Context: an optimization exercise on an open-source flow, tuned for small area, a short achievable clock period and few clock cycles. The choices shown serve that exercise and are no tape-out recipe.
In this exercise RTL edits were held to simulation tests only and were not proved equivalent to the original.
Power and IR drop assume default switching activity.

==> flow/design.v, too long to show whole: its modules and the start of the top module <==
// module bch_encoder: 2414 lines
module bch_encoder(rst, clk, msg, bch_dataout, done);
  // ...
==> flow/run.sh <==
#!/bin/bash
# synth_recipe.tcl (not shown) runs the flow's synth.tcl, then flattens the netlist and writes it again
# the make line also repeats each setting of config.mk as NAME=value (left out here)
make -C /OpenROAD-flow-scripts/flow DESIGN_CONFIG=/design/flow/config.mk WORK_HOME=/design/flow/orfs CLKGATE_MAP_FILE= SYNTH_SCRIPT=/design/flow/synth_recipe.tcl finish
==> flow/config.mk <==
export PLATFORM = sky130hd
export DESIGN_NAME = bch_encoder
export DESIGN_NICKNAME = bch_encoder
export VERILOG_FILES = /design/flow/design.v
export SDC_FILE = /design/flow/constraint.sdc
export NUM_CORES = 4
export LEC_CHECK = 0
export CAP_MARGIN = 20
export CORE_MARGIN = 2
export CORE_UTILIZATION = 40
export SLEW_MARGIN = 20
==> flow/constraint.sdc <==
create_clock -name core_clock -period 6.0 [get_ports {clk}]
set_input_delay 1.2000 -clock core_clock [delete_from_list [all_inputs] [get_ports {clk}]]
set_output_delay 1.2000 -clock core_clock [all_outputs]
set_load 0.01 [all_outputs]
==> impl_metrics.py, run 1 <==
metrics = {
    "run_status": {
        "status": "no timing/DRC/antenna violations",
    },
    "power": {
        "p_comb_share_pct": 78.4,
        "clk-power_w": 0.00208,
        "peakVddDrop_mv": 0.565,
        "p_clk_share_pct": 8.6,
        "pg_seq_w": 0.00316,
    },
    "drt": {
        "ant_nets": 0,
        "drt-wirelength-per-cell_um": 55.1,
        "vias_per_cell": 6.41,
        "route.met2.wl_mm": 85.3,
        "drt_first_pass_iters": 7,
    },
    "timing": {
        "final-setup-viol-count": 0,
        "rsz0062_at_grt": "no",
        "slew_viol_final": 0,
        "tightest_slew_ns": 1.43,
        "max_slew_margin_pct": 4.19,
    },
    "place": {
        "dpl_cell_area_mm2": 0.0399,
        "post-place-cells": 4090,
    },
    "grt": {
        "grt_start_max_net_pins": 151,
        "use_met1_pct": 59.1,
        "use_met2_pct": 71.4,
        "use_met3_pct": 37.8,
    },
    "logic_synthesis": {
        "syn_area_mm2": 0.0319,
        "yosys.area_share.simple_pct": 0,
        "ys_top_cells_by_area": "xnor2_1 31%, xnor3_1 24%, edfxtp_1 24%",
        "synth_top_family_by_area": "XOR/XNOR gates",
        "syn_inst": 2380,
    },
    "critical_path": {
        "critPathArrivalTime_ns": 6.13,
        "startpoint": "msg[63]",
        "cpPeakStageDelay_ns": 1.11,
    },
    "clock_tree": {
        "clockBufferDepth": 3,
        "cts_hold_buf": 0,
        "clock_sinks": 256,
    },
    "final_layout": {
        "multi_input_area_share_pct": 57.2,
        "seq_share_pct": 18.7,
        "largest_reg_flops": 255,
    },
    "hold_path": {
        "whs_path_depth": 1,
        "hp-start": "done",
    },
}
Testbench counts, summed over its fixed seeds: cycles 480.
==> run 2: changes to the inputs <==
--- a/flow/config.mk
+++ b/flow/config.mk
@@ -5,7 +5,9 @@
 export SDC_FILE = /design/flow/constraint.sdc
 export NUM_CORES = 4
 export LEC_CHECK = 0
+export ABC_CLOCK_PERIOD_IN_PS = 2500
 export CAP_MARGIN = 20
 export CORE_MARGIN = 2
-export CORE_UTILIZATION = 40
+export CORE_UTILIZATION = 55
+export SETUP_SLACK_MARGIN = 3.5
 export SLEW_MARGIN = 20
==> impl_metrics.py, run 2 <==
metrics = {
    "place": {
        "port_buffers": 448,
        "post-dp-hpwl_mm": 159,
        "place_congestion": 1.43,
    },
    "floorplan": {
        "die_w_um": 245,
        "rows": 88,
        "die_y_um": 245,
        "start_util_pct": 55.5,
        "io_pins": 449,
    },
    "grt": {
        "grt_pass1_wl_mm": 381,
        "grt_overflow": 1779,
        "grt_pass1_vias": 38400,
        "grt_start_max_net_pins": 145,
        "grtUsageTotal_pct": 92.6,
    },
    "logic_synthesis": {
        "syn_area_mm2": 0.0319,
        "yosys.area.top_type": "xnor2_1",
        "ys_top_cells_by_area": "xnor2_1 31%, xnor3_1 24%, edfxtp_1 24%",
        "synthArstFlopShare_pct": 0,
        "seq_area_frac_synth_pct": 24.0,
        "ys.warnings.count": 1,
        "synth_ff_type": "edfxtp_1",
        "syn_inst": 2380,
        "synth-edff-count": 255,
        "syn_nets": 2573,
        "synth_top_area_share_pct": 31.2,
        "synth_cell_types": 18,
        "synth_common_cells": "1,138 x xnor2_1, 345 x xnor3_1, 318 x xor2_1",
        "synth_most_common_cell": "xnor2_1",
        "postSynthAreaPerCell_um2": 13.4,
        "ys_ff_latch": 256,
    },
    "clock_tree": {
        "clock_sinks": 256,
        "cts_root_buf": "clkbuf_16",
        "cts_hold_buf": 0,
        "clockBufferDepth": 3,
        "htreeDepth": 1,
        "cts_made_buffers": 29,
    },
    "run_status": {
        "status": "aborted with a tool error",
        "haltStage": "global routing",
        "first-error": "[ERROR GRT-0116] Global routing finished with congestion. Check the congestion regions in the DRC Viewer.",
    },
}
==> run 2: cell counts after synthesis <==
Identical to the previous run, type by type.
==> run 2: repair_timing <==
item	in CTS
endpoints found under the hold margin	0
pin swaps	496
setup endpoints to repair	320
gates cloned	0
gates resized for setup	2479
setup buffers	576
==> run 2: how the worst max path moves through the flow <==
stage	endpoint	slack (ns)	depth (start not counted)
2_1_floorplan	bch_dataout[0]	1.45	1
3_3_place_gp	bch_dataout[61]	0.33	8
3_5_place_dp	bch_dataout[61]	0.37	8
4_1_cts	bch_dataout[53]	2.50	11
==> run 2: cells by family after synthesis <==
family / count (synthesis) / synth area share [%]
xor gates and xnor gates: 1939 / 73.0
buffers and inverters: 185 / 2.92
DFF: 256 / 24.0
==> run 2: power by group through the flow <==
stage / clock [W] / combinational, W / sequential, W
floorplan: 0 / 0.0111 / 0.00327
global placement: 0 / 0.0168 / 0.00316
detailed placement: 0 / 0.0167 / 0.00316
CTS: 0.00183 / 0.0209 / 0.00313
==> run 2: stage by stage <==
step	instances	hold WS (ns)	area (um2)	setup slack [ns]
after CTS	4255	0.806	53700	2.50
after detailed placement	3627	1.01	40400	0.370
after global placement	3627	0.981	40400	0.334
after floorplan	2380	1.26	35100	1.45
==> run 2: routing by layer <==
layer	overflow	track usage, %
met5	13	67.1
met1	94	89.8
met4	509	91.2
met2	1096	106
met3	67	83.9
==> run 3: changes to the inputs <==
==> flow/flow/run.sh (new file) <==
#!/bin/bash
# Standard ORFS layout, with two changes:
#  - the 3-input XOR/XNOR cells are added to the platform's don't-use list,
#    so the parity network maps to 2-input XOR/XNOR cells (smaller here);
#  - ports are buffered with buf_2 instead of the resizer's default pick.
set -euo pipefail
DU="sky130_fd_sc_hd__probe_p_8 sky130_fd_sc_hd__probec_p_8 sky130_fd_sc_hd__lpflow_bleeder_1 sky130_fd_sc_hd__lpflow_clkbufkapwr_1 sky130_fd_sc_hd__lpflow_clkbufkapwr_16 sky130_fd_sc_hd__lpflow_clkbufkapwr_2 sky130_fd_sc_hd__lpflow_clkbufkapwr_4 sky130_fd_sc_hd__lpflow_clkbufkapwr_8 sky130_fd_sc_hd__lpflow_clkinvkapwr_1 sky130_fd_sc_hd__lpflow_clkinvkapwr_16 sky130_fd_sc_hd__lpflow_clkinvkapwr_2 sky130_fd_sc_hd__lpflow_clkinvkapwr_4 sky130_fd_sc_hd__lpflow_clkinvkapwr_8 sky130_fd_sc_hd__lpflow_decapkapwr_12 sky130_fd_sc_hd__lpflow_decapkapwr_3 sky130_fd_sc_hd__lpflow_decapkapwr_4 sky130_fd_sc_hd__lpflow_decapkapwr_6 sky130_fd_sc_hd__lpflow_decapkapwr_8 sky130_fd_sc_hd__lpflow_inputiso0n_1 sky130_fd_sc_hd__lpflow_inputiso0p_1 sky130_fd_sc_hd__lpflow_inputiso1n_1 sky130_fd_sc_hd__lpflow_inputiso1p_1 sky130_fd_sc_hd__lpflow_inputisolatch_1 sky130_fd_sc_hd__lpflow_isobufsrc_1 sky130_fd_sc_hd__lpflow_isobufsrc_16 sky130_fd_sc_hd__lpflow_isobufsrc_2 sky130_fd_sc_hd__lpflow_isobufsrc_4 sky130_fd_sc_hd__lpflow_isobufsrc_8 sky130_fd_sc_hd__lpflow_isobufsrckapwr_16 sky130_fd_sc_hd__lpflow_lsbuf_lh_hl_isowell_tap_1 sky130_fd_sc_hd__lpflow_lsbuf_lh_hl_isowell_tap_2 sky130_fd_sc_hd__lpflow_lsbuf_lh_hl_isowell_tap_4 sky130_fd_sc_hd__lpflow_lsbuf_lh_isowell_4 sky130_fd_sc_hd__lpflow_lsbuf_lh_isowell_tap_1 sky130_fd_sc_hd__lpflow_lsbuf_lh_isowell_tap_2 sky130_fd_sc_hd__lpflow_lsbuf_lh_isowell_tap_4 sky130_fd_sc_hd__fill_1 sky130_fd_sc_hd__fill_2 sky130_fd_sc_hd__fill_4 sky130_fd_sc_hd__fill_8 "
DU="$DU sky130_fd_sc_hd__xor3_1 sky130_fd_sc_hd__xor3_2 sky130_fd_sc_hd__xor3_4"
DU="$DU sky130_fd_sc_hd__xnor3_1 sky130_fd_sc_hd__xnor3_2 sky130_fd_sc_hd__xnor3_4"
BP="${BP:-sky130_fd_sc_hd__buf_2}"
bash standard.sh "DONT_USE_CELLS=$DU" "BUFFER_PORTS_ARGS=-buffer_cell $BP" finish > make.log 2>&1
==> flow/standard.sh (new file) <==
#!/bin/bash
# synth_recipe.tcl (not shown) runs the flow's synth.tcl, then flattens the netlist and writes it again
# the make line also repeats each setting of config.mk as NAME=value (left out here)
make -C /OpenROAD-flow-scripts/flow DESIGN_CONFIG=/design/flow/config.mk WORK_HOME=/design/flow/orfs CLKGATE_MAP_FILE= SYNTH_SCRIPT=/design/flow/synth_recipe.tcl "${@:-finish}"
==> flow/config.mk (replaced) <==
export PLATFORM = sky130hd
export DESIGN_NAME = bch_encoder
export DESIGN_NICKNAME = bch_encoder
export VERILOG_FILES = /design/flow/design.v
export SDC_FILE = /design/flow/constraint.sdc
export NUM_CORES = 4
export LEC_CHECK = 0
export CAP_MARGIN = 20
export CORE_MARGIN = 2
export CORE_UTILIZATION = 40
export SETUP_SLACK_MARGIN = 1.5
export SLEW_MARGIN = 20
removed: flow/run.sh
==> impl_metrics.py, run 3 <==
metrics = {
    "run_status": {
        "status": "no timing/DRC/antenna violations",
    },
    "final_layout": {
        "drive_gt1_share_pct": 27.1,
        "final_cell_mix": "1,742 x xnor2_1, 448 x buf_2, 266 x xor2_1",
        "fin_nets": 3290,
        "largest_reg_flops": 255,
        "final_common_cell": "xnor2_1",
        "finish.utilization_pct": 46.6,
        "area_growth_syn_to_layout_pct": 14.8,
        "reg.largest.list": "bch_dataout (255), done (1)",
        "largest-register": "bch_dataout",
    },
    "drt": {
        "drt_wl_total_mm": 214,
        "vias": 24400,
        "ant_nets": 0,
        "drt_first_pass_iters": 6,
        "drt-initial-drc-count": 4332,
        "drc": 0,
        "vias_per_cell": 5.87,
        "drt-wirelength-per-cell_um": 51.5,
    },
    "critical_path": {
        "path_common_cell": "xnor2_1",
        "critical_path_required_ns": 6.42,
        "cpPeakStageDelay_ns": 0.91,
        "regToRegSetupSlack_ns": 3.61,
        "startpoint": "msg[43]",
        "end_kind": "flop",
        "cp-start-kind": "input port",
        "cp_slowest_cell": "xnor2_1",
        "crit_fanout": 4,
        "path_class": "input port to flop",
        "critPathArrivalTime_ns": 5.22,
        "reg2reg_from": "done",
        "path_cells": "buf_2, xnor2_4, xnor2_1, xnor2_1, xor2_1, xnor2_2, xnor2_1, xnor2_1, xnor2_1",
    },
    "logic_synthesis": {
        "yosys.area.top_type": "xnor2_1",
        "synthAdderAreaFrac_pct": 0,
        "yosys.area_share.simple_pct": 0,
        "yosys.area_share.xor_xnor_pct": 71.5,
        "synth_common_cells": "1,772 x xnor2_1, 267 x xor2_1, 255 x edfxtp_1",
        "syn_nets": 2871,
        "ys.warnings.count": 1,
        "postSynthAreaPerCell_um2": 11.5,
        "synth_most_common_cell": "xnor2_1",
        "synth-edff-count": 255,
        "ys_top_cells_by_area": "xnor2_1 50%, edfxtp_1 25%, xnor2_4 7.6%",
        "seq_area_frac_synth_pct": 24.8,
        "synthArstFlopShare_pct": 0,
        "synth_cell_types": 15,
        "syn_inst": 2678,
        "syn_area_mm2": 0.0309,
        "synth_top_area_share_pct": 50.2,
        "synth_top_family_by_area": "XOR/XNOR gates",
        "synth_compound_area_share_pct": 0,
        "ys_ff_latch": 256,
        "synth_ff_type": "edfxtp_1",
        "synth.area.mux_share_pct": 0,
    },
    "grt": {
        "antenna_found_initial": 6,
        "grtUsageTotal_pct": 53.1,
        "grt_pass1_vias": 22800,
        "grt_overflow": 0,
        "grt_start_max_net_pins": 131,
        "grt_pass1_wl_mm": 262,
    },
    "hold_path": {
        "hp-start": "rst",
        "hold_path.class": "input port to flop",
    },
    "clock_tree": {
        "htreeDepth": 1,
        "clock_sinks": 256,
        "clockBufferDepth": 3,
        "cts_tree": "yes",
        "cts_made_buffers": 29,
        "path_clk_slew_ns": 0.07,
        "clock_latency_ns": 0.62,
        "cts_root_buf": "clkbuf_16",
        "cts_hold_buf": 0,
    },
    "timing": {
        "period_needed_ns": 4.80,
        "timing.fmax_ghz": 0.208,
        "max_slew_margin_pct": 7.24,
        "final-setup-viol-count": 0,
        "rsz0062_at_grt": "yes",
        "tightest_slew_ns": 1.38,
        "clock-skew-final_ns": 0.0112,
        "hold_violations": 0,
        "tns_ns": 0,
        "slew_viol_final": 0,
        "period_share_pct": 80.0,
    },
    "floorplan": {
        "start_util_pct": 40.6,
        "rows": 101,
        "die_y_um": 282,
        "dieArea_mm2": 0.0795,
        "die_w_um": 282,
        "io_pins": 449,
        "coreArea_mm2": 0.0762,
    },
    "power": {
        "peakVddDrop_mv": 0.214,
        "power_leakage_nw": 11.9,
        "powerDensity_mw_per_mm2": 643,
    },
    "place": {
        "post-dp-hpwl_mm": 179,
        "port_buffers": 448,
        "place_congestion": 1.24,
    },
    "flow_run": {
        "cap_violations": 0,
    },
}
## run 3: changes by cell type after synthesis, sizes merged
cell,delta
xnor2,+762
xnor3,-353
xor2,-69
xor3,-42
buf,+24
clkbuf,-22
inv,-2
## run 3: kinds of logic after synthesis
| group | Yosys count |
|---|---|
| flip-flops | 256 |
| buffers and inverters | 185 |
| XOR/XNOR | 2237 |
## run 3: final timing paths
path / end / cells after the start
setup / recovery: bch_dataout[50] / 9
hold reg to reg: bch_dataout[68] / 2
hold / removal: done / 2
setup reg to reg: bch_dataout[156] / 3
## run 3: worst max-delay path, delay by kind of cell
kind      cells  cell delay [ns]
buf+inv       1             0.31
xor+xnor      8             3.69
## run 3: stage by stage
| step | cell area (um2) | power [W] | std cells | setup slack, ns | hold WS (ns) |
|---|---|---|---|---|---|
| 2_1_floorplan | 30900 | 0.0140 | 2678 | 1.45 | 1.26 |
| 3_3_place_gp | 34300 | 0.0202 | 4091 | -0.109 | 0.967 |
| 3_5_place_dp | 34400 | 0.0201 | 4095 | 0.670 | 1.01 |
| 4_1_cts | 35300 | 0.0219 | 4147 | 1.42 | 0.704 |
| 5_1_grt | 35500 | 0.0229 | 4148 | 1.43 | 0.723 |
| 6_report | 35500 | 0.0228 | 4152 | 1.20 | 0.714 |
## run 3: where the power goes
| part | leakage (nW) | switching, W | internal (W) | total, W |
|---|---|---|---|---|
| clock | 0.445 | 0.000821 | 0.00101 | 0.00184 |
| combinational | 8.99 | 0.0110 | 0.00686 | 0.0179 |
| sequential | 2.50 | 0.000135 | 0.00298 | 0.00311 |
## run 3: repair_timing
action                                  CTS  global route
endpoints found under the setup margin    2             2
gates resized for setup                   2             2
cloned                                    0             0
setup buffers                             0             0
## run 3: layer usage
layer	wire [um]	vias up	GRT usage (%)
li1	-	9077	-
met4	24900	4	48.6
met5	18	-	0.672
met1	75000	12000	60.8
met2	82400	2461	71.2
met3	31400	789	26.8
## run 3: final cells by class
cell class,instances,area [um2]
Sequential cell,256,7680
Fill cell,7218,40700
Clock inverter,16,168
Timing Repair Buffer,571,3200
Antenna cell,4,10.0
Inverter,2,11.3
Tap cell,1030,1290
Multi-Input combinational cell,2237,22400
Clock buffer,36,752
==> run 4: changes to the inputs <==
--- a/flow/config.mk
+++ b/flow/config.mk
@@ -8,5 +8,5 @@
 export CAP_MARGIN = 20
 export CORE_MARGIN = 2
 export CORE_UTILIZATION = 40
-export SETUP_SLACK_MARGIN = 1.5
+export SETUP_SLACK_MARGIN = 3.0
 export SLEW_MARGIN = 20
==> impl_metrics.py, run 4 <==
metrics = {
    "critical_path": {
        "crit_fanout": 7,
        "critical_path_required_ns": 6.37,
        "end_kind": "flop",
        "cp-start-kind": "input port",
        "path_class": "input port to flop",
        "critPathArrivalTime_ns": 3.75,
    },
    "final_layout": {
        "drive_gt1_share_pct": 56.9,
        "fill_cells": 5484,
        "area_growth_syn_to_layout_pct": 65.4,
        "finish.utilization_pct": 67.1,
        "seqCellArea_mm2": 0.00768,
        "reg.largest.list": "bch_dataout (255), done (1)",
        "final_cell_mix": "1,063 x xnor2_1, 533 x xnor2_2, 393 x buf_4",
        "largest_reg_flops": 255,
        "fin_nets": 3716,
        "final_common_cell": "xnor2_1",
        "largest-register": "bch_dataout",
        "multiInputGateArea_mm2": 0.0314,
    },
    "drt": {
        "drc": 0,
        "drt-initial-drc-count": 4241,
        "vias_per_cell": 5.91,
        "drt_first_pass_iters": 5,
        "drt_wl_total_mm": 221,
        "ant_nets": 0,
        "drt-wirelength-per-cell_um": 48.3,
        "vias": 27100,
    },
    "clock_tree": {
        "cts_made_buffers": 30,
        "path_clk_slew_ns": 0.06,
        "htreeDepth": 1,
        "cts_tree": "yes",
        "clock_sinks": 256,
        "clockBufferDepth": 3,
        "cts_root_buf": "clkbuf_16",
        "clock_latency_ns": 0.64,
    },
    "power": {
        "p_comb_share_pct": 82.1,
        "p_switching_w": 0.0138,
        "p_clk_share_pct": 7.0,
        "power_leakage_nw": 19.6,
        "powerDensity_mw_per_mm2": 556,
        "switching_share_pct": 48.4,
        "p_seq_share_pct": 10.9,
        "p_int_w": 0.0147,
        "peakVddDrop_mv": 0.284,
    },
    "logic_synthesis": {
        "seq_area_frac_synth_pct": 24.8,
        "synth_most_common_cell": "xnor2_1",
        "ys_top_cells_by_area": "xnor2_1 50%, edfxtp_1 25%, xnor2_4 7.6%",
        "syn_inst": 2678,
        "synth-edff-count": 255,
        "yosys.area.top_type": "xnor2_1",
        "synth_cell_types": 15,
        "syn_nets": 2871,
        "synth_common_cells": "1,772 x xnor2_1, 267 x xor2_1, 255 x edfxtp_1",
        "ys.warnings.count": 1,
        "ys_ff_latch": 256,
        "synth_top_area_share_pct": 50.2,
        "synthArstFlopShare_pct": 0,
        "synth_ff_type": "edfxtp_1",
        "postSynthAreaPerCell_um2": 11.5,
        "syn_area_mm2": 0.0309,
    },
    "floorplan": {
        "dieArea_mm2": 0.0795,
        "io_pins": 449,
        "rows": 101,
        "coreArea_mm2": 0.0762,
        "die_w_um": 282,
        "start_util_pct": 40.6,
        "die_y_um": 282,
    },
    "grt": {
        "antenna_found_initial": 4,
        "grt_overflow": 0,
        "grt_pass1_wl_mm": 270,
        "grt_start_max_net_pins": 135,
        "grtUsageTotal_pct": 54.2,
        "grt_pass1_vias": 25100,
    },
    "place": {
        "post-dp-hpwl_mm": 175,
        "place_congestion": 1.23,
        "port_buffers": 448,
    },
    "run_status": {
        "status": "no timing/DRC/antenna violations",
    },
    "timing": {
        "clock-skew-final_ns": 0.0236,
        "tns_ns": 0,
        "period_needed_ns": 3.38,
        "timing.fmax_ghz": 0.296,
        "hold_ws_ns": 0.719,
        "hold_violations": 0,
        "period_share_pct": 56.4,
        "tightest_slew_ns": 1.01,
        "max_slew_margin_pct": 32.5,
        "rsz0062_at_grt": "yes",
        "slew_viol_final": 0,
        "final-setup-viol-count": 0,
    },
    "flow_run": {
        "cap_violations": 0,
    },
    "hold_path": {
        "hold_path.class": "input port to flop",
    },
}
[run 4: through the flow]
stage / total power, W / setup WS, ns / std cells / instance area, um2
after global placement: 0.0202 / 0.703 / 4039 / 35100
after detailed placement: 0.0201 / 0.799 / 4039 / 35100
final: 0.0284 / 2.62 / 4580 / 51100
after floorplan: 0.0142 / 1.45 / 2678 / 32600
after global routing: 0.0286 / 2.67 / 4577 / 51100
after CTS: 0.0254 / 2.96 / 4448 / 46100
[run 4: cells by family after synthesis]
group,share of synthesized area [%]
buf+inv,3.68
flops,24.8
xor+xnor,71.5
[run 4: metal layers]
layer | track usage (%) | vias to the layer above | routed length (um)
met5 | 0.488 | - | 538
li1 | - | 9951 | -
met4 | 49.9 | 16 | 27100
met1 | 59.4 | 13300 | 72500
met2 | 73.0 | 2777 | 84900
met3 | 31.4 | 1023 | 36300
[run 4: what timing repair did]
action	4_1_cts	5_1_grt
resized for setup	815	509
setup endpoints to repair	64	64
pin swaps	267	306
buffers inserted	353	129
hold buffers	0	0
[run 4: worst max-delay path, cell delays in order]
cell,delay (ns)
buf_4,0.25
xnor2_4,0.68
xor2_2,0.27
xnor2_4,0.47
xnor2_2,0.19
xnor2_2,0.36
xnor2_1,0.15
xnor2_1,0.14
[run 4: final timing paths]
check | start | endpoint | slack, ns | depth (start not counted)
worst max-delay path | msg[40] | bch_dataout[42] | 2.62 | 8
worst min-delay path | rst | done | 0.72 | 2
worst max register to register | done | bch_dataout[41] | 3.65 | 3
worst min register to register | done | bch_dataout[116] | 0.92 | 2
[run 4: layout make-up]
class / instances / area share, %
diodes: 3 / 0.0147
flip-flops and latches: 256 / 15.0
well taps: 1030 / 2.52
inverters: 2 / 0.0220
clock buffers: 35 / 1.55
repair buffers: 996 / 19.0
clock inverters: 21 / 0.472
multi-input cells: 2237 / 61.4
[run 4: power groups by stage]
stage / combinational [W] / sequential (W) / clock, W
2_1_floorplan: 0.0110 / 0.00327 / 0
3_3_place_gp: 0.0171 / 0.00313 / 0
3_5_place_dp: 0.0169 / 0.00314 / 0
4_1_cts: 0.0203 / 0.00310 / 0.00199
5_1_grt: 0.0235 / 0.00312 / 0.00205
6_report: 0.0234 / 0.00310 / 0.00198
==> run 5: changes to the inputs <==
==> flow/flow/run.sh (replaced) <==
#!/bin/bash
# Standard ORFS layout (standard synthesis) with these changes:
#  - the 3-input XOR/XNOR cells are added to the don't-use list, so the
#    parity network maps to 2-input XNOR/XOR cells (smaller here);
#  - every input port is buffered with buf_4 and every output port with
#    buf_1 (global_place.tcl's one buffer_ports call becomes two), instead of
#    the resizer's default pick for both.
# Each make run logs to its own file here; ORFS's own logs are under orfs/logs.
set -euo pipefail
here=$(pwd)
DU="sky130_fd_sc_hd__probe_p_8 sky130_fd_sc_hd__probec_p_8 sky130_fd_sc_hd__lpflow_bleeder_1 sky130_fd_sc_hd__lpflow_clkbufkapwr_1 sky130_fd_sc_hd__lpflow_clkbufkapwr_16 sky130_fd_sc_hd__lpflow_clkbufkapwr_2 sky130_fd_sc_hd__lpflow_clkbufkapwr_4 sky130_fd_sc_hd__lpflow_clkbufkapwr_8 sky130_fd_sc_hd__lpflow_clkinvkapwr_1 sky130_fd_sc_hd__lpflow_clkinvkapwr_16 sky130_fd_sc_hd__lpflow_clkinvkapwr_2 sky130_fd_sc_hd__lpflow_clkinvkapwr_4 sky130_fd_sc_hd__lpflow_clkinvkapwr_8 sky130_fd_sc_hd__lpflow_decapkapwr_12 sky130_fd_sc_hd__lpflow_decapkapwr_3 sky130_fd_sc_hd__lpflow_decapkapwr_4 sky130_fd_sc_hd__lpflow_decapkapwr_6 sky130_fd_sc_hd__lpflow_decapkapwr_8 sky130_fd_sc_hd__lpflow_inputiso0n_1 sky130_fd_sc_hd__lpflow_inputiso0p_1 sky130_fd_sc_hd__lpflow_inputiso1n_1 sky130_fd_sc_hd__lpflow_inputiso1p_1 sky130_fd_sc_hd__lpflow_inputisolatch_1 sky130_fd_sc_hd__lpflow_isobufsrc_1 sky130_fd_sc_hd__lpflow_isobufsrc_16 sky130_fd_sc_hd__lpflow_isobufsrc_2 sky130_fd_sc_hd__lpflow_isobufsrc_4 sky130_fd_sc_hd__lpflow_isobufsrc_8 sky130_fd_sc_hd__lpflow_isobufsrckapwr_16 sky130_fd_sc_hd__lpflow_lsbuf_lh_hl_isowell_tap_1 sky130_fd_sc_hd__lpflow_lsbuf_lh_hl_isowell_tap_2 sky130_fd_sc_hd__lpflow_lsbuf_lh_hl_isowell_tap_4 sky130_fd_sc_hd__lpflow_lsbuf_lh_isowell_4 sky130_fd_sc_hd__lpflow_lsbuf_lh_isowell_tap_1 sky130_fd_sc_hd__lpflow_lsbuf_lh_isowell_tap_2 sky130_fd_sc_hd__lpflow_lsbuf_lh_isowell_tap_4 sky130_fd_sc_hd__fill_1 sky130_fd_sc_hd__fill_2 sky130_fd_sc_hd__fill_4 sky130_fd_sc_hd__fill_8 "
DU="$DU sky130_fd_sc_hd__xor3_1 sky130_fd_sc_hd__xor3_2 sky130_fd_sc_hd__xor3_4"
DU="$DU sky130_fd_sc_hd__xnor3_1 sky130_fd_sc_hd__xnor3_2 sky130_fd_sc_hd__xnor3_4"
IBUF=${IBUF:-sky130_fd_sc_hd__buf_4}
OBUF=${OBUF:-sky130_fd_sc_hd__buf_1}
rm -rf scripts_xor; cp -r "$FLOW_HOME/scripts" scripts_xor
sed -i 's|^    buffer_ports {\*}\[env_var_or_empty BUFFER_PORTS_ARGS\]|    buffer_ports -inputs -buffer_cell '"$IBUF"'; buffer_ports -outputs -buffer_cell '"$OBUF"'|' scripts_xor/global_place.tcl
grep -q "buffer_ports -inputs" scripts_xor/global_place.tcl
bash standard.sh "DONT_USE_CELLS=$DU" "SCRIPTS_DIR=$here/scripts_xor" finish > make_finish.log 2>&1
--- a/flow/config.mk
+++ b/flow/config.mk
@@ -7,6 +7,6 @@
 export LEC_CHECK = 0
 export CAP_MARGIN = 20
 export CORE_MARGIN = 2
-export CORE_UTILIZATION = 40
-export SETUP_SLACK_MARGIN = 3.0
+export CORE_UTILIZATION = 35
+export SETUP_SLACK_MARGIN = 2.75
 export SLEW_MARGIN = 20
==> impl_metrics.py, run 5 <==
metrics = {
    "timing": {
        "timing.fmax_ghz": 0.286,
        "tightest_slew_ns": 1.22,
        "clock-skew-final_ns": 0.00837,
        "slew_viol_final": 0,
        "tns_ns": 0,
        "period_share_pct": 58.3,
        "max_slew_margin_pct": 18.3,
        "final-setup-viol-count": 0,
        "hold_violations": 0,
        "period_needed_ns": 3.50,
        "rsz0062_at_grt": "yes",
        "hold_ws_ns": 0.707,
    },
    "final_layout": {
        "largest-register": "bch_dataout",
        "drive_gt1_share_pct": 32.3,
        "final_cell_mix": "1,466 x xnor2_1, 425 x buf_4, 314 x xnor2_2",
        "largest_reg_flops": 255,
        "reg.largest.list": "bch_dataout (255), done (1)",
        "final_common_cell": "xnor2_1",
        "fin_nets": 3475,
        "area_growth_syn_to_layout_pct": 33.7,
        "fill_cells": 8089,
    },
    "power": {
        "p_clk_share_pct": 7.5,
        "powerDensity_mw_per_mm2": 588,
        "p_switching_w": 0.0122,
        "power.total_w": 0.0243,
        "p_int_w": 0.0120,
        "switching_share_pct": 50.4,
        "power_leakage_nw": 14.3,
        "p_comb_share_pct": 79.8,
        "peakVddDrop_mv": 0.395,
        "p_seq_share_pct": 12.7,
    },
    "run_status": {
        "status": "no timing/DRC/antenna violations",
    },
    "logic_synthesis": {
        "synthArstFlopShare_pct": 0,
        "synth_common_cells": "1,772 x xnor2_1, 267 x xor2_1, 255 x edfxtp_1",
        "synth_top_area_share_pct": 50.2,
        "synth_ff_type": "edfxtp_1",
        "synth_cell_types": 15,
        "synth_most_common_cell": "xnor2_1",
        "ys_top_cells_by_area": "xnor2_1 50%, edfxtp_1 25%, xnor2_4 7.6%",
        "syn_nets": 2871,
        "postSynthAreaPerCell_um2": 11.5,
        "seq_area_frac_synth_pct": 24.8,
        "yosys.area.top_type": "xnor2_1",
        "syn_area_mm2": 0.0309,
        "ys_ff_latch": 256,
        "syn_inst": 2678,
        "synth-edff-count": 255,
        "ys.warnings.count": 1,
    },
    "grt": {
        "grt_pass1_wl_mm": 273,
        "grt_pass1_vias": 22800,
        "use_met2_pct": 67.9,
        "grt_start_max_net_pins": 135,
        "grtUsageTotal_pct": 48.5,
        "busiest_layer": "met2",
        "grt_overflow": 0,
        "use_met3_pct": 17.0,
        "antenna_found_initial": 2,
        "use_met1_pct": 60.5,
    },
    "critical_path": {
        "cpPeakStageDelay_ns": 0.55,
        "reg2reg_from": "done",
        "path_cells": "buf_4, xnor2_4, buf_12, xnor2_4, xnor2_1, xnor2_1, xnor2_1, xnor2_1, xnor2_1, xnor2_1",
        "critical_path_required_ns": 6.38,
        "startpoint": "msg[85]",
        "critPathArrivalTime_ns": 3.88,
        "end_kind": "flop",
        "path_class": "input port to flop",
        "cp_slowest_cell": "xnor2_4",
        "regToRegSetupSlack_ns": 4.39,
        "path_common_cell": "xnor2_1",
        "cp-start-kind": "input port",
        "crit_fanout": 8,
    },
    "hold_path": {
        "hold_path.class": "input port to flop",
        "hp-start": "rst",
    },
    "drt": {
        "drt-wirelength-per-cell_um": 50.1,
        "vias_per_cell": 5.44,
        "drt_first_pass_iters": 7,
        "drt_wl_total_mm": 223,
        "vias": 24300,
        "drt-initial-drc-count": 3712,
        "drc": 0,
        "ant_nets": 0,
    },
    "clock_tree": {
        "path_clk_slew_ns": 0.06,
        "clock_sinks": 256,
        "cts_tree": "yes",
        "clockBufferDepth": 3,
        "cts_root_buf": "clkbuf_16",
        "clock_latency_ns": 0.63,
        "cts_made_buffers": 30,
        "htreeDepth": 1,
        "cts_hold_buf": 0,
    },
    "floorplan": {
        "start_util_pct": 35.5,
        "io_pins": 449,
        "dieArea_mm2": 0.0907,
        "die_w_um": 301,
        "rows": 108,
        "die_y_um": 301,
        "coreArea_mm2": 0.0872,
    },
    "place": {
        "place_congestion": 1.14,
        "post-dp-hpwl_mm": 188,
        "port_buffers": 448,
    },
    "flow_run": {
        "cap_violations": 0,
    },
}
[run 5: cell types whose count changed in the layout (fill, tap and decap cells not counted), moves of 42 or more]
cell and delta:
buf_12 -136, xnor2_1 +403, xnor2_2 -219, buf_2 -278, buf_6 -69, xor2_1 +42
buf_1 +256, xnor2_4 -184
[run 5: per-layer routing]
metal  share of wire [%]  vias to the layer above  routed length (um)
met5                   0                        -                   0
met2                  40                     2020               88700
met3                  12                      642               27700
li1                    -                     9443                   -
met4                  10                        0               23300
met1                  37                    12200               83600
[run 5: metrics by stage]
step	util (%)	setup WS, ns	instance area (um2)	instances
global route	47.4	2.61	41300	4457
finish	47.4	2.50	41300	4460
global placement	39.6	0.811	34500	4202
detailed placement	39.7	1.13	34600	4204
CTS	45.1	2.61	39300	4387
floorplan	-	1.45	30900	2678
[run 5: area by class of cell]
type | instances | area (um2) | share of cell area, %
sequential | 256 | 7680 | 18.6
clock inverter | 16 | 169 | 0.409
tap | 1155 | 1450 | 3.50
multi-input combinational | 2237 | 25700 | 62.2
timing repair buffer | 755 | 5520 | 13.4
antenna | 3 | 7.51 | 0.0182
inverter | 2 | 11.3 | 0.0273
clock buffer | 36 | 773 | 1.87
[run 5: timing repair]
action | CTS | global route
setup buffers | 131 | 70
gates resized for setup | 272 | 150
setup endpoints to repair | 64 | 60
pin swaps | 67 | 53
gates cloned | 0 | 0
hold endpoints to repair | 0 | 0
[run 5: final timing paths]
| path | end | cells after the start |
|---|---|---|
| max | bch_dataout[47] | 10 |
| min reg2reg | bch_dataout[64] | 2 |
| min | done | 2 |
| max reg2reg | bch_dataout[28] | 2 |
[run 5: cell families (layout without fill, tap and decap cells)]
family,after synthesis,after routing,synth area share (%)
XOR/XNOR,2237,2237,71.5
other,0,3,0
flip-flops,256,256,24.8
buffers and inverters,185,809,3.68
[run 5: power by group through the flow]
| stage | sequential, W | combinational (W) | clock (W) |
|---|---|---|---|
| after floorplan | 0.00327 | 0.0107 | 0 |
| after global placement | 0.00312 | 0.0171 | 0 |
| after detailed placement | 0.00312 | 0.0170 | 0 |
| after CTS | 0.00309 | 0.0182 | 0.00186 |
| after global routing | 0.00311 | 0.0196 | 0.00191 |
| final | 0.00308 | 0.0194 | 0.00183 |
[run 5: critical path: cells and delay by family]
kind | cells | cell delay, ns
xor gates and xnor gates | 8 | 2.15
buffers and inverters | 2 | 0.51
==> run 6: changes to the inputs <==
--- a/flow/config.mk
+++ b/flow/config.mk
@@ -8,5 +8,5 @@
 export CAP_MARGIN = 20
 export CORE_MARGIN = 2
 export CORE_UTILIZATION = 35
-export SETUP_SLACK_MARGIN = 2.75
+export SETUP_SLACK_MARGIN = 2.5
 export SLEW_MARGIN = 20
==> impl_metrics.py, run 6 <==
metrics = {
    "run_status": {
        "status": "no timing/DRC/antenna violations",
    },
    "logic_synthesis": {
        "syn_area_mm2": 0.0309,
        "synthArstFlopShare_pct": 0,
        "synth_cell_types": 15,
        "ys_top_cells_by_area": "xnor2_1 50%, edfxtp_1 25%, xnor2_4 7.6%",
        "syn_nets": 2871,
        "ys_ff_latch": 256,
        "synth_top_area_share_pct": 50.2,
        "yosys.area.top_type": "xnor2_1",
        "seq_area_frac_synth_pct": 24.8,
        "ys.warnings.count": 1,
        "synth_most_common_cell": "xnor2_1",
        "postSynthAreaPerCell_um2": 11.5,
        "syn_inst": 2678,
        "synth_ff_type": "edfxtp_1",
        "synth_common_cells": "1,772 x xnor2_1, 267 x xor2_1, 255 x edfxtp_1",
        "synth-edff-count": 255,
    },
    "clock_tree": {
        "cts_made_buffers": 30,
        "clockBufferDepth": 3,
        "path_clk_slew_ns": 0.06,
        "cts_hold_buf": 0,
        "clock_sinks": 256,
        "cts_tree": "yes",
        "cts_root_buf": "clkbuf_16",
        "htreeDepth": 1,
        "clock_latency_ns": 0.62,
    },
    "timing": {
        "hold_violations": 0,
        "tns_ns": 0,
        "period_needed_ns": 3.81,
        "timing.fmax_ghz": 0.262,
        "rsz0062_at_grt": "yes",
        "max_slew_margin_pct": 13.1,
        "clock-skew-final_ns": 0.00827,
        "hold_ws_ns": 0.709,
        "tightest_slew_ns": 1.29,
        "period_share_pct": 63.5,
        "slew_viol_final": 0,
        "final-setup-viol-count": 0,
    },
    "final_layout": {
        "fin_nets": 3340,
        "multiInputGateArea_mm2": 0.0237,
        "final_cell_mix": "1,636 x xnor2_1, 336 x buf_4, 259 x xor2_1",
        "area_growth_syn_to_layout_pct": 22.3,
        "final_area_mm2": 0.0378,
        "final_common_cell": "xnor2_1",
        "largest-register": "bch_dataout",
        "fill_cells": 8360,
        "drive_gt1_share_pct": 23.6,
        "num_antenna_cells": 0,
        "seqCellArea_mm2": 0.00768,
        "reg.largest.list": "bch_dataout (255), done (1)",
        "largest_reg_flops": 255,
    },
    "grt": {
        "grt_pass1_wl_mm": 271,
        "antenna_found_initial": 5,
        "grt_overflow": 0,
        "grtUsageTotal_pct": 48.3,
        "grt_start_max_net_pins": 135,
        "grt_pass1_vias": 22200,
    },
    "floorplan": {
        "dieArea_mm2": 0.0907,
        "coreArea_mm2": 0.0872,
        "rows": 108,
        "die_y_um": 301,
        "io_pins": 449,
        "die_w_um": 301,
        "start_util_pct": 35.5,
    },
    "drt": {
        "vias_per_cell": 5.43,
        "drt_first_pass_iters": 5,
        "drc": 0,
        "ant_nets": 0,
        "drt-initial-drc-count": 3823,
        "vias": 23500,
        "drt_wl_total_mm": 222,
        "drt-wirelength-per-cell_um": 51.4,
    },
    "critical_path": {
        "rr_worst_depth": 2,
        "cp-start-kind": "input port",
        "path_class": "input port to flop",
        "critPathArrivalTime_ns": 4.16,
        "end_kind": "flop",
        "crit_fanout": 6,
        "critical_path_required_ns": 6.35,
    },
    "power": {
        "powerDensity_mw_per_mm2": 614,
        "peakVddDrop_mv": 0.396,
        "power.total_w": 0.0232,
        "power_leakage_nw": 12.4,
    },
    "hold_path": {
        "whs_path_depth": 2,
        "hold_path.class": "input port to flop",
    },
    "place": {
        "post-dp-hpwl_mm": 188,
        "port_buffers": 448,
        "place_congestion": 1.14,
        "dpl_cell_area_mm2": 0.0346,
    },
    "flow_run": {
        "cap_violations": 0,
    },
}
run 6: through the flow:
stage	util, %	instances	worst slack, ns
2_1_floorplan	-	2678	1.45
3_3_place_gp	39.6	4202	0.811
3_5_place_dp	39.7	4204	1.13
4_1_cts	42.5	4296	2.24
5_1_grt	43.4	4322	2.35
6_report	43.4	4322	2.19
run 6: logic make-up (layout without fill, tap and decap cells):
group     count (synthesis)  count (layout)  synth area share [%]
xor+xnor               2237            2237                  71.5
flops                   256             256                  24.8
buf+inv                 185             674                  3.68
run 6: layout make-up:
type / instances / share of cell area [%]
sequential: 256 / 20.3
multi-input combinational: 2237 / 62.7
clock buffer: 36 / 2.05
tap: 1155 / 3.82
clock inverter: 16 / 0.447
inverter: 2 / 0.0298
timing repair buffer: 620 / 10.7
run 6: routing by layer:
| layer | share of wire, % | GRT usage, % | routed length (um) |
|---|---|---|---|
| met5 | 0.011 | 0 | 24 |
| met4 | 9.8 | 37.0 | 21800 |
| met3 | 12 | 17.6 | 26600 |
| met2 | 40 | 67.5 | 89000 |
| met1 | 38 | 59.9 | 84500 |
run 6: final timing paths:
kind	slack [ns]	startpoint	endpoint
hold / removal	0.71	rst	done
hold reg to reg	0.92	done	bch_dataout[64]
setup / recovery	2.19	msg[103]	bch_dataout[41]
setup reg to reg	4.37	done	bch_dataout[223]
run 6: what timing repair did:
action / in CTS / in global routing
endpoints found under the setup margin: 60 / 45
resized for setup: 116 / 54
pin swaps: 21 / 14
setup buffers: 40 / 26
run 6: where the power goes:
group	total (W)	switching (W)	internal [W]
combinational	0.0183	0.0110	0.00726
sequential	0.00308	0.000101	0.00298
clock	0.00182	0.000787	0.00104
total	0.0232	0.0119	0.0113
run 6: worst max-delay path, cell delays in order:
cell and delay [ns]:
buf_4 0.20, xnor2_4 0.56, xnor2_4 0.31, xor2_2 0.63, xnor2_1 0.19, xnor2_1 0.35
xnor2_1 0.14, xnor2_1 0.35, xnor2_1 0.19
==> run 7: changes to the inputs <==
==> flow/flow/run.sh (replaced) <==
#!/bin/bash
# Standard ORFS layout with these changes:
#  - synthesis maps the XOR network cell for cell (flow/synth_xor.tcl and
#    flow/xormap.v, through a copy of ORFS's scripts whose synth.tcl calls
#    techmap in place of abc);
#  - the 3-input XOR/XNOR cells are added to the don't-use list;
#  - ports are buffered with buf_2 instead of the resizer's default pick.
# Each make run logs to its own file here; ORFS's own logs are under orfs/logs.
set -euo pipefail
here=$(pwd)
DU="sky130_fd_sc_hd__probe_p_8 sky130_fd_sc_hd__probec_p_8 sky130_fd_sc_hd__lpflow_bleeder_1 sky130_fd_sc_hd__lpflow_clkbufkapwr_1 sky130_fd_sc_hd__lpflow_clkbufkapwr_16 sky130_fd_sc_hd__lpflow_clkbufkapwr_2 sky130_fd_sc_hd__lpflow_clkbufkapwr_4 sky130_fd_sc_hd__lpflow_clkbufkapwr_8 sky130_fd_sc_hd__lpflow_clkinvkapwr_1 sky130_fd_sc_hd__lpflow_clkinvkapwr_16 sky130_fd_sc_hd__lpflow_clkinvkapwr_2 sky130_fd_sc_hd__lpflow_clkinvkapwr_4 sky130_fd_sc_hd__lpflow_clkinvkapwr_8 sky130_fd_sc_hd__lpflow_decapkapwr_12 sky130_fd_sc_hd__lpflow_decapkapwr_3 sky130_fd_sc_hd__lpflow_decapkapwr_4 sky130_fd_sc_hd__lpflow_decapkapwr_6 sky130_fd_sc_hd__lpflow_decapkapwr_8 sky130_fd_sc_hd__lpflow_inputiso0n_1 sky130_fd_sc_hd__lpflow_inputiso0p_1 sky130_fd_sc_hd__lpflow_inputiso1n_1 sky130_fd_sc_hd__lpflow_inputiso1p_1 sky130_fd_sc_hd__lpflow_inputisolatch_1 sky130_fd_sc_hd__lpflow_isobufsrc_1 sky130_fd_sc_hd__lpflow_isobufsrc_16 sky130_fd_sc_hd__lpflow_isobufsrc_2 sky130_fd_sc_hd__lpflow_isobufsrc_4 sky130_fd_sc_hd__lpflow_isobufsrc_8 sky130_fd_sc_hd__lpflow_isobufsrckapwr_16 sky130_fd_sc_hd__lpflow_lsbuf_lh_hl_isowell_tap_1 sky130_fd_sc_hd__lpflow_lsbuf_lh_hl_isowell_tap_2 sky130_fd_sc_hd__lpflow_lsbuf_lh_hl_isowell_tap_4 sky130_fd_sc_hd__lpflow_lsbuf_lh_isowell_4 sky130_fd_sc_hd__lpflow_lsbuf_lh_isowell_tap_1 sky130_fd_sc_hd__lpflow_lsbuf_lh_isowell_tap_2 sky130_fd_sc_hd__lpflow_lsbuf_lh_isowell_tap_4 sky130_fd_sc_hd__fill_1 sky130_fd_sc_hd__fill_2 sky130_fd_sc_hd__fill_4 sky130_fd_sc_hd__fill_8 "
DU="$DU sky130_fd_sc_hd__xor3_1 sky130_fd_sc_hd__xor3_2 sky130_fd_sc_hd__xor3_4"
DU="$DU sky130_fd_sc_hd__xnor3_1 sky130_fd_sc_hd__xnor3_2 sky130_fd_sc_hd__xnor3_4"
BP=sky130_fd_sc_hd__buf_2
rm -rf scripts_xor; cp -r "$FLOW_HOME/scripts" scripts_xor
sed -i 's|^  log_cmd abc {\*}$abc_args|  techmap -map '"$here"'/flow/xormap.v|' scripts_xor/synth.tcl
grep -q "flow/xormap.v" scripts_xor/synth.tcl
bash standard.sh "DONT_USE_CELLS=$DU" "BUFFER_PORTS_ARGS=-buffer_cell $BP" \
  "SCRIPTS_DIR=$here/scripts_xor" "SYNTH_SCRIPT=$here/flow/synth_xor.tcl" synth > make_synth.log 2>&1
bash standard.sh "DONT_USE_CELLS=$DU" "BUFFER_PORTS_ARGS=-buffer_cell $BP" finish > make_finish.log 2>&1
==> flow/flow/synth_xor.tcl (new file) <==
# synth_recipe.tcl with two changes: Yosys's synth skips its internal ABC pass
# (-noabc), and synth.tcl (a patched copy, see run.sh) maps the XOR network
# gate for gate with xormap.v instead of ABC, so the generated depth-7 XOR
# network reaches the layout as written.
proc synth {args} { yosys synth -nofsm -noshare -noabc {*}$args }
source $::env(SCRIPTS_DIR)/synth.tcl
# left out here: clear keep_hierarchy, flatten, clean up, hide names made inside functions, write 1_2_yosys.v
==> flow/flow/xormap.v (new file) <==
module \$_XOR_ (input A, input B, output Y);
  sky130_fd_sc_hd__xor2_1 _TECHMAP_REPLACE_ (.A(A), .B(B), .X(Y));
endmodule
module \$_XNOR_ (input A, input B, output Y);
  sky130_fd_sc_hd__xnor2_1 _TECHMAP_REPLACE_ (.A(A), .B(B), .Y(Y));
endmodule
module \$_NOT_ (input A, output Y);
  sky130_fd_sc_hd__inv_1 _TECHMAP_REPLACE_ (.A(A), .Y(Y));
endmodule
--- a/flow/config.mk
+++ b/flow/config.mk
@@ -7,6 +7,6 @@
 export LEC_CHECK = 0
 export CAP_MARGIN = 20
 export CORE_MARGIN = 2
-export CORE_UTILIZATION = 35
-export SETUP_SLACK_MARGIN = 2.5
+export CORE_UTILIZATION = 40
+export SETUP_SLACK_MARGIN = 2.0
 export SLEW_MARGIN = 20
==> impl_metrics.py, run 7 <==
metrics = {
    "timing": {
        "timing.fmax_ghz": 0.233,
        "rsz0062_at_grt": "yes",
        "final-setup-viol-count": 0,
        "period_share_pct": 71.5,
        "tightest_slew_ns": 1.31,
        "period_needed_ns": 4.29,
        "setup_ws_ns": 1.71,
        "tns_ns": 0,
        "slew_viol_final": 0,
        "max_slew_margin_pct": 12.4,
        "clock-skew-final_ns": 0.0224,
        "hold_violations": 0,
    },
    "logic_synthesis": {
        "seq_area_frac_synth_pct": 27.3,
        "synth_top_area_share_pct": 72.7,
        "syn_nets": 2788,
        "synth_common_cells": "2,337 x xor2_1, 255 x edfxtp_1, 2 x inv_1",
        "synth_most_common_cell": "xor2_1",
        "yosys.area.top_type": "xor2_1",
        "ys.warnings.count": 1,
        "synth_ff_type": "edfxtp_1",
        "ys_top_cells_by_area": "xor2_1 73%, edfxtp_1 27%, dfxtp_1 0.071%",
        "syn_area_mm2": 0.0282,
        "synthArstFlopShare_pct": 0,
        "postSynthAreaPerCell_um2": 10.8,
        "synth_cell_types": 4,
        "ys_ff_latch": 256,
        "synth-edff-count": 255,
        "syn_inst": 2595,
    },
    "clock_tree": {
        "clock_sinks": 256,
        "clockBufferDepth": 3,
        "cts_root_buf": "clkbuf_16",
        "cts_made_buffers": 29,
        "htreeDepth": 1,
        "postCtsSetupBuffers": 0,
        "cts_hold_buf": 0,
        "cts_resized": 30,
        "path_clk_slew_ns": 0.07,
        "clock_latency_ns": 0.62,
        "cts_tree": "yes",
    },
    "final_layout": {
        "drive_gt1_share_pct": 23.7,
        "final_common_cell": "xor2_1",
        "area_growth_syn_to_layout_pct": 24.1,
        "fin_nets": 3488,
        "largest_reg_flops": 255,
        "fin_cells": 4259,
        "final_area_mm2": 0.0349,
        "final_cell_mix": "2,266 x xor2_1, 448 x buf_2, 255 x edfxtp_1",
        "reg.largest.list": "bch_dataout (255), done (1)",
        "largest-register": "bch_dataout",
    },
    "grt": {
        "grt_overflow": 0,
        "use_met1_pct": 62.8,
        "grt_pass1_vias": 23700,
        "use_met2_pct": 74.2,
        "grt_pass1_wl_mm": 250,
        "grtUsageTotal_pct": 53.5,
        "grt_start_max_net_pins": 129,
        "busiest_layer": "met2",
        "antenna_found_initial": 4,
        "use_met3_pct": 20.2,
    },
    "floorplan": {
        "die_w_um": 269,
        "io_pins": 449,
        "dieArea_mm2": 0.0725,
        "coreArea_mm2": 0.0699,
        "die_y_um": 269,
        "rows": 97,
        "start_util_pct": 40.3,
    },
    "critical_path": {
        "critPathArrivalTime_ns": 4.65,
        "cp-start-kind": "input port",
        "regToRegSetupSlack_ns": 3.82,
        "critical_path_required_ns": 6.35,
        "crit_end": "bch_dataout[40]",
        "crit_fanout": 7,
        "path_class": "input port to flop",
        "rr_worst_depth": 3,
        "r2r-end": "bch_dataout[30]",
        "end_kind": "flop",
        "reg2reg_from": "done",
        "startpoint": "msg[70]",
    },
    "drt": {
        "vias_per_cell": 5.79,
        "drt_first_pass_iters": 5,
        "ant_nets": 0,
        "vias": 24700,
        "drt-wirelength-per-cell_um": 47.0,
        "drt-initial-drc-count": 3840,
        "drc": 0,
        "drt_wl_total_mm": 200,
    },
    "place": {
        "dpl_cell_area_mm2": 0.0335,
        "place_ws_ns": 0.685,
        "post-dp-hpwl_mm": 168,
        "port_buffers": 448,
        "post-place-cells": 4203,
        "place_congestion": 1.19,
    },
    "power": {
        "powerDensity_mw_per_mm2": 557,
        "peakVddDrop_mv": 0.312,
        "power.total_w": 0.0195,
        "power_leakage_nw": 15.9,
    },
    "flow_run": {
        "cap_violations": 0,
    },
    "run_status": {
        "status": "no timing/DRC/antenna violations",
    },
    "hold_path": {
        "hold_path.class": "input port to flop",
    },
}
[run 7: changes by cell type in the layout (fill, tap and decap cells not counted), sizes merged, moves of 3 or more]
cell	change
xnor2	-1960
clkbuf	-4
xor2	+2060
inv	+3
buf	+49
[run 7: critical path, cell delays in order]
cell	delay, ns
buf_2	0.42
xor2_1	0.55
xor2_1	0.42
xor2_1	0.76
xor2_1	0.44
xor2_1	0.41
xor2_1	0.30
xor2_1	0.12
[run 7: cell type report]
class / instances / area, um2
clock buffer: 32 / 737
sequential: 256 / 7680
multi-input combinational: 2337 / 21100
antenna: 2 / 5.00
timing repair buffer: 669 / 3940
inverter: 2 / 11.3
tap: 940 / 1180
fill: 6621 / 35000
clock inverter: 21 / 249
[run 7: cells by family after synthesis]
group and synth area share [%]:
xor+xnor 72.7, buf+inv 0.0267, flops 27.3
[run 7: power by group]
| group | switching, W | leakage, nW | total [W] | internal [W] |
|---|---|---|---|---|
| sequential | 0.000113 | 2.50 | 0.00309 | 0.00298 |
| combinational | 0.0101 | 13.0 | 0.0145 | 0.00438 |
| clock | 0.000799 | 0.481 | 0.00190 | 0.00110 |
| total | 0.0110 | 15.9 | 0.0195 | 0.00845 |
[run 7: worst min path at each step]
stage,start,to,slack (ns),cells past startpoint
2_1_floorplan,rst,done,1.26,1
3_3_place_gp,done,bch_dataout[216],1.28,1
3_5_place_dp,rst,done,1.35,2
4_1_cts,rst,done,0.73,2
5_1_grt,rst,done,0.74,2
6_report,rst,done,0.74,2
[run 7: through the flow]
stage	hold slack, ns	util [%]
CTS	0.734	49.7
global placement	1.28	47.7
finish	0.736	50.0
global route	0.739	50.0
detailed placement	1.35	47.9
floorplan	1.26	-
[run 7: per-layer routing]
layer,part of all wire [%],wire length (um)
met5,0.047,94
met4,12,24200
met3,12,24600
met2,39,78700
met1,36,72600
==> run 8: changes to the inputs <==
--- a/flow/config.mk
+++ b/flow/config.mk
@@ -7,6 +7,6 @@
 export LEC_CHECK = 0
 export CAP_MARGIN = 20
 export CORE_MARGIN = 2
-export CORE_UTILIZATION = 40
-export SETUP_SLACK_MARGIN = 2.0
+export CORE_UTILIZATION = 35
+export SETUP_SLACK_MARGIN = 2.5
 export SLEW_MARGIN = 20
==> impl_metrics.py, run 8 <==
metrics = {
    "run_status": {
        "status": "no timing/DRC/antenna violations",
    },
    "logic_synthesis": {
        "synth_common_cells": "2,337 x xor2_1, 255 x edfxtp_1, 2 x inv_1",
        "yosys.area.top_type": "xor2_1",
        "synth_cell_types": 4,
        "synthArstFlopShare_pct": 0,
        "synth_most_common_cell": "xor2_1",
        "seq_area_frac_synth_pct": 27.3,
        "syn_area_mm2": 0.0282,
        "postSynthAreaPerCell_um2": 10.8,
        "syn_nets": 2788,
        "ys_ff_latch": 256,
        "synth-edff-count": 255,
        "ys_top_cells_by_area": "xor2_1 73%, edfxtp_1 27%, dfxtp_1 0.071%",
        "synth_top_area_share_pct": 72.7,
        "ys.warnings.count": 1,
        "syn_inst": 2595,
        "synth_ff_type": "edfxtp_1",
    },
    "drt": {
        "drt-wirelength-per-cell_um": 47.6,
        "vias": 24300,
        "drt-initial-drc-count": 3180,
        "drt_first_pass_iters": 5,
        "drt_wl_total_mm": 212,
        "ant_nets": 0,
        "drc": 0,
        "vias_per_cell": 5.46,
    },
    "clock_tree": {
        "clock_sinks": 256,
        "clockBufferDepth": 3,
        "cts_tree": "yes",
        "cts_made_buffers": 29,
        "clock_latency_ns": 0.64,
        "htreeDepth": 1,
        "cts_hold_buf": 0,
        "path_clk_slew_ns": 0.06,
        "cts_root_buf": "clkbuf_16",
    },
    "power": {
        "powerDensity_mw_per_mm2": 535,
        "power_leakage_nw": 16.8,
        "p_seq_share_pct": 14.9,
        "peakVddDrop_mv": 0.256,
        "p_int_w": 0.00904,
        "p_comb_share_pct": 75.4,
        "p_clk_share_pct": 9.7,
        "p_switching_w": 0.0116,
        "switching_share_pct": 56.2,
    },
    "critical_path": {
        "critical_path_required_ns": 6.36,
        "cp-start-kind": "input port",
        "critPathArrivalTime_ns": 4.07,
        "end_kind": "flop",
        "path_cells": "buf_2, xor2_2, xor2_1, xor2_1, xor2_1, xor2_1, xor2_1, xor2_1",
        "path_common_cell": "xor2_1",
        "cp_slowest_cell": "xor2_1",
        "cpPeakStageDelay_ns": 0.66,
        "worst-path-buf-inv": 1,
        "worst_path_dominant_cell_family": "XOR/XNOR gates",
        "path_class": "input port to flop",
        "crit_fanout": 6,
    },
    "timing": {
        "hold_violations": 0,
        "slew_viol_final": 0,
        "tightest_slew_ns": 1.32,
        "rsz0062_at_grt": "yes",
        "max_slew_margin_pct": 11.9,
        "timing.fmax_ghz": 0.269,
        "period_needed_ns": 3.72,
        "final-setup-viol-count": 0,
        "tns_ns": 0,
        "hold_ws_ns": 0.727,
        "period_share_pct": 62.0,
        "clock-skew-final_ns": 0.0343,
    },
    "final_layout": {
        "final_cell_mix": "1,998 x xor2_1, 416 x buf_2, 283 x buf_4",
        "final_area_mm2": 0.0386,
        "largest_reg_flops": 255,
        "fin_cells": 4449,
        "largest-register": "bch_dataout",
        "final_common_cell": "xor2_1",
        "reg.largest.list": "bch_dataout (255), done (1)",
        "fin_nets": 3554,
        "area_growth_syn_to_layout_pct": 37.0,
        "drive_gt1_share_pct": 33.2,
    },
    "grt": {
        "grt_pass1_vias": 23600,
        "grtUsageTotal_pct": 50.4,
        "grt_start_max_net_pins": 134,
        "grt_overflow": 0,
        "grt_pass1_wl_mm": 261,
        "antenna_found_initial": 6,
    },
    "place": {
        "post-dp-hpwl_mm": 180,
        "place_congestion": 1.13,
        "post-place-cells": 4353,
        "dpl_cell_area_mm2": 0.0339,
        "port_buffers": 448,
    },
    "floorplan": {
        "die_w_um": 288,
        "dieArea_mm2": 0.0827,
        "die_y_um": 288,
        "rows": 104,
        "io_pins": 449,
        "start_util_pct": 35.2,
        "coreArea_mm2": 0.0800,
    },
    "flow_run": {
        "cap_violations": 0,
    },
    "hold_path": {
        "hold_path.class": "input port to flop",
    },
}
==> run 8: cell types whose count changed in the layout (fill, tap and decap cells not counted), moves of 3 or more <==
cell | previous run | this run
xor2_2 | 59 | 266
xor2_1 | 2266 | 1998
diode_2 | 2 | 5
buf_2 | 448 | 416
xor2_4 | 12 | 73
buf_12 | 2 | 15
clkbuf_4 | 0 | 19
buf_4 | 216 | 283
==> run 8: cells by family (layout without fill, tap and decap cells) <==
group / Yosys count / count (layout) / synth area share, %
flops: 256 / 256 / 27.3
buf+inv: 2 / 791 / 0.0267
xor+xnor: 2337 / 2337 / 72.7
other cells: 0 / 5 / 0
==> run 8: path summary, 6_finish.rpt <==
check / startpoint / to / slack (ns) / cells past startpoint
worst min-delay path: rst / done / 0.73 / 2
worst max-delay path: msg[4] / bch_dataout[54] / 2.28 / 8
worst min register to register: done / bch_dataout[178] / 0.94 / 2
worst max register to register: done / bch_dataout[19] / 4.43 / 2
==> run 8: layer usage <==
| layer | GRT usage, % | vias to the layer above | wire, um |
|---|---|---|---|
| met3 | 12.3 | 686 | 20200 |
| met2 | 72.6 | 1995 | 86500 |
| met4 | 46.0 | 2 | 25100 |
| met1 | 62.0 | 12200 | 80200 |
| met5 | 0 | - | 11 |
| li1 | - | 9397 | - |
==> run 8: cell type report <==
class / count / area [um2]
Inverter: 2 / 11.3
Fill cell: 7672 / 41400
Tap cell: 1060 / 1330
Antenna cell: 5 / 12.5
Timing Repair Buffer: 735 / 4670
Multi-Input combinational cell: 2337 / 23800
Clock inverter: 22 / 303
Clock buffer: 32 / 737
Sequential cell: 256 / 7680
==> run 8: power groups by stage <==
stage	registers, W	clock network (W)	logic [W]
2_1_floorplan	0.00327	0	0.00769
3_3_place_gp	0.00312	0	0.0142
3_5_place_dp	0.00312	0	0.0142
4_1_cts	0.00308	0.00202	0.0147
5_1_grt	0.00311	0.00207	0.0158
6_report	0.00308	0.00200	0.0156
==> run 8: through the flow <==
stage          utilization (%)  setup slack, ns  total power [W]
2_1_floorplan                -             1.45           0.0110
3_3_place_gp              42.3            0.557           0.0173
3_5_place_dp              42.4            0.956           0.0173
4_1_cts                   46.7             2.39           0.0198
5_1_grt                   48.2             2.40           0.0210
6_report                  48.2             2.28           0.0206
==> run 8: repair_timing <==
action | in CTS | in global routing
setup endpoints to repair | 64 | 62
pin swaps | 9 | 11
gates cloned | 0 | 0
endpoints found under the hold margin | 0 | 0
buffers inserted | 26 | 11
gates resized for setup | 270 | 137
==> run 9: changes to the inputs <==
--- a/flow/config.mk
+++ b/flow/config.mk
@@ -7,6 +7,6 @@
 export LEC_CHECK = 0
 export CAP_MARGIN = 20
 export CORE_MARGIN = 2
-export CORE_UTILIZATION = 35
-export SETUP_SLACK_MARGIN = 2.5
+export CORE_UTILIZATION = 30
+export SETUP_SLACK_MARGIN = 3.0
 export SLEW_MARGIN = 20
==> impl_metrics.py, run 9 <==
metrics = {
    "run_status": {
        "status": "no timing/DRC/antenna violations",
    },
    "critical_path": {
        "cp-start-kind": "input port",
        "path_class": "input port to flop",
        "startpoint": "msg[155]",
        "end_kind": "flop",
        "critical_path_required_ns": 6.36,
        "regToRegSetupSlack_ns": 4.30,
        "critPathArrivalTime_ns": 3.56,
        "cpPeakStageDelay_ns": 0.41,
        "rr_worst_depth": 2,
        "crit_end": "bch_dataout[20]",
        "r2r-end": "bch_dataout[4]",
        "path_cells": "buf_4, xor2_1, xor2_1, xor2_2, xor2_2, xor2_4, xor2_2, xor2_1",
        "worst-path-buf-inv": 1,
        "cp_num_cells": 8,
        "cp_slowest_cell": "xor2_1",
        "crit_fanout": 6,
        "reg2reg_from": "done",
        "worst_path_dominant_cell_family": "XOR/XNOR gates",
    },
    "hold_path": {
        "hold_path.class": "input port to flop",
    },
    "flow_run": {
        "cap_violations": 0,
    },
    "timing": {
        "final-setup-viol-count": 0,
        "period_needed_ns": 3.19,
        "max_slew_margin_pct": 28.0,
        "hold_violations": 0,
        "tightest_slew_ns": 1.08,
        "rsz0062_at_grt": "yes",
        "timing.fmax_ghz": 0.313,
        "tns_ns": 0,
        "slew_viol_final": 0,
        "setup_ws_ns": 2.81,
        "clock-skew-final_ns": 0.0122,
        "period_share_pct": 53.2,
    },
    "floorplan": {
        "rows": 112,
        "io_pins": 449,
        "coreArea_mm2": 0.0932,
        "die_w_um": 310,
        "die_y_um": 310,
        "dieArea_mm2": 0.0963,
        "start_util_pct": 30.2,
    },
    "final_layout": {
        "largest_reg_flops": 255,
        "fin_nets": 3976,
        "num_antenna_cells": 0,
        "largest-register": "bch_dataout",
        "final_cell_mix": "1,234 x xor2_1, 604 x xor2_2, 499 x xor2_4",
        "seqCellArea_mm2": 0.00768,
        "reg.largest.list": "bch_dataout (255), done (1)",
        "multiInputGateArea_mm2": 0.0344,
        "area_growth_syn_to_layout_pct": 103,
        "drive_gt1_share_pct": 60.6,
        "finish.utilization_pct": 61.2,
        "final_common_cell": "xor2_1",
        "fill_cells": 7245,
    },
    "clock_tree": {
        "clockBufferDepth": 3,
        "clock_latency_ns": 0.63,
        "cts_tree": "yes",
        "cts_root_buf": "clkbuf_16",
        "htreeDepth": 1,
        "path_clk_slew_ns": 0.06,
        "clock_sinks": 256,
        "cts_made_buffers": 30,
    },
    "logic_synthesis": {
        "synth_ff_type": "edfxtp_1",
        "ys.warnings.count": 1,
        "synthArstFlopShare_pct": 0,
        "syn_area_mm2": 0.0282,
        "seq_area_frac_synth_pct": 27.3,
        "syn_inst": 2595,
        "postSynthAreaPerCell_um2": 10.8,
        "syn_nets": 2788,
        "synth_most_common_cell": "xor2_1",
        "yosys.area.top_type": "xor2_1",
        "ys_ff_latch": 256,
        "ys_top_cells_by_area": "xor2_1 73%, edfxtp_1 27%, dfxtp_1 0.071%",
        "synth_cell_types": 4,
        "synth-edff-count": 255,
        "synth_top_area_share_pct": 72.7,
        "synth_common_cells": "2,337 x xor2_1, 255 x edfxtp_1, 2 x inv_1",
    },
    "drt": {
        "ant_nets": 0,
        "drt-wirelength-per-cell_um": 45.7,
        "drt_wl_total_mm": 231,
        "vias": 25700,
        "vias_per_cell": 5.09,
        "drc": 0,
        "drt-initial-drc-count": 3000,
        "drt_first_pass_iters": 5,
    },
    "power": {
        "power_leakage_nw": 22.2,
        "powerDensity_mw_per_mm2": 447,
        "p_seq_share_pct": 12.0,
        "p_switching_w": 0.0138,
        "switching_share_pct": 54.2,
        "power.total_w": 0.0255,
        "p_int_w": 0.0117,
        "peakVddDrop_mv": 0.278,
        "p_comb_share_pct": 80.6,
        "p_clk_share_pct": 7.4,
    },
    "grt": {
        "use_met1_pct": 58.8,
        "busiest_layer": "met2",
        "use_met3_pct": 10.8,
        "use_met2_pct": 69.9,
        "grt_overflow": 0,
        "grt_pass1_vias": 25600,
        "grtUsageTotal_pct": 47.7,
        "grt_start_max_net_pins": 125,
        "grt_pass1_wl_mm": 284,
        "antenna_found_initial": 4,
    },
    "place": {
        "post-dp-hpwl_mm": 192,
        "port_buffers": 448,
        "place_ws_ns": 1.10,
        "place_congestion": 1.09,
    },
}
## run 9: cell counts after synthesis
No cell type changed its count.
## run 9: power groups by stage
| stage | sequential, W | clock, W | combinational, W |
|---|---|---|---|
| 3_3_place_gp | 0.00310 | 0 | 0.0149 |
| 5_1_grt | 0.00310 | 0.00198 | 0.0209 |
| 4_1_cts | 0.00307 | 0.00191 | 0.0188 |
| 6_report | 0.00306 | 0.00189 | 0.0205 |
| 2_1_floorplan | 0.00327 | 0 | 0.00798 |
| 3_5_place_dp | 0.00310 | 0 | 0.0149 |
## run 9: cell type report
cell class	instances	area share (%)
Multi-Input combinational cell	2337	60.3
Inverter	2	0.0197
Clock inverter	22	0.391
Tap cell	1254	2.75
Sequential cell	256	13.5
Timing Repair Buffer	1156	21.8
Clock buffer	32	1.33
## run 9: worst min-delay path by stage
stage / cells past startpoint / start / end / slack (ns)
2_1_floorplan: 1 / rst / done / 1.26
3_3_place_gp: 1 / done / bch_dataout[72] / 0.70
3_5_place_dp: 1 / done / bch_dataout[72] / 0.72
4_1_cts: 2 / rst / done / 0.68
5_1_grt: 2 / rst / done / 0.69
6_report: 2 / rst / done / 0.71
## run 9: worst reg2reg max path, cell delays in order (launching register included)
cell and delay [ns]:
dfxtp_4 0.35, clkinvlp_4 0.21, buf_12 0.47
## run 9: repair_timing
item                        CTS  global route
hold endpoints to repair      0             0
gates resized for setup    1392           502
setup endpoints to repair    64            64
hold buffers                  0             0
pin swaps                   365           277
buffers inserted            415           130
## run 9: routing by layer
layer / vias up / part of all wire, %
met2: 1965 / 42
met1: 13300 / 37
met5: - / 0
li1: 9747 / -
met3: 695 / 9.4
met4: 0 / 12
## run 9: metrics by stage
step | instance area [um2] | hold slack, ns | instances
6_report | 57000 | 0.707 | 5059
5_1_grt | 57000 | 0.693 | 5059
4_1_cts | 52300 | 0.679 | 4929
3_5_place_dp | 36400 | 0.716 | 4460
3_3_place_gp | 36300 | 0.700 | 4460
2_1_floorplan | 31200 | 1.26 | 2595
## run 9: logic make-up (layout without fill, tap and decap cells)
| family | Yosys count | in the layout | synth area share [%] |
|---|---|---|---|
| xor+xnor | 2337 | 2337 | 72.7 |
| buf+inv | 2 | 1212 | 0.0267 |
| flops | 256 | 256 | 27.3 |

## afterwards: timing with drivers on the ports
No port has a modelled driver above. Below, the same layouts with a new extraction and two added sets of constraints.
Step 1: set_driving_cell puts a clkbuf_16 on clk and a buf_2 on each other input, an assumption about the parent block.
Step 2 adds t to the input delays and takes it off the output delays; t is the mean of the earliest and latest rising clock arrival at the registers after step 1. Input paths then give back, and output paths get back, about the clock's delay inside the block.
a / b / c = ideal ports / drivers / drivers and shift; a / b = the first two.
| run | shift t [ns] | setup WS [ns] | hold slack, ns |
|---|---|---|---|
| run 1 | 0.645 | 0.188 / 0.231 / -0.414 | 0.809 / 0.809 / 0.809 |
| run 3 | 0.691 | 1.201 / 1.241 / 0.551 | 0.714 / 0.668 / 0.948 |
| run 4 | 0.705 | 2.617 / 2.666 / 1.961 | 0.719 / 0.669 / 0.915 |
| run 5 | 0.701 | 2.500 / 2.554 / 1.853 | 0.707 / 0.682 / 0.934 |
| run 6 | 0.700 | 2.189 / 2.240 / 1.539 | 0.709 / 0.681 / 0.923 |
| run 7 | 0.678 | 1.707 / 1.755 / 1.077 | 0.736 / 0.689 / 0.809 |
| run 8 | 0.688 | 2.282 / 2.320 / 1.632 | 0.727 / 0.689 / 0.938 |
| run 9 | 0.705 | 2.807 / 2.855 / 2.150 | 0.707 / 0.649 / 0.734 |
With both steps, setup timing fails in run 1, where it was met with ideal ports. For run 9, which loses most, drivers alone change the setup slack by +0.048 ns; drivers and shift together by -0.657 ns.
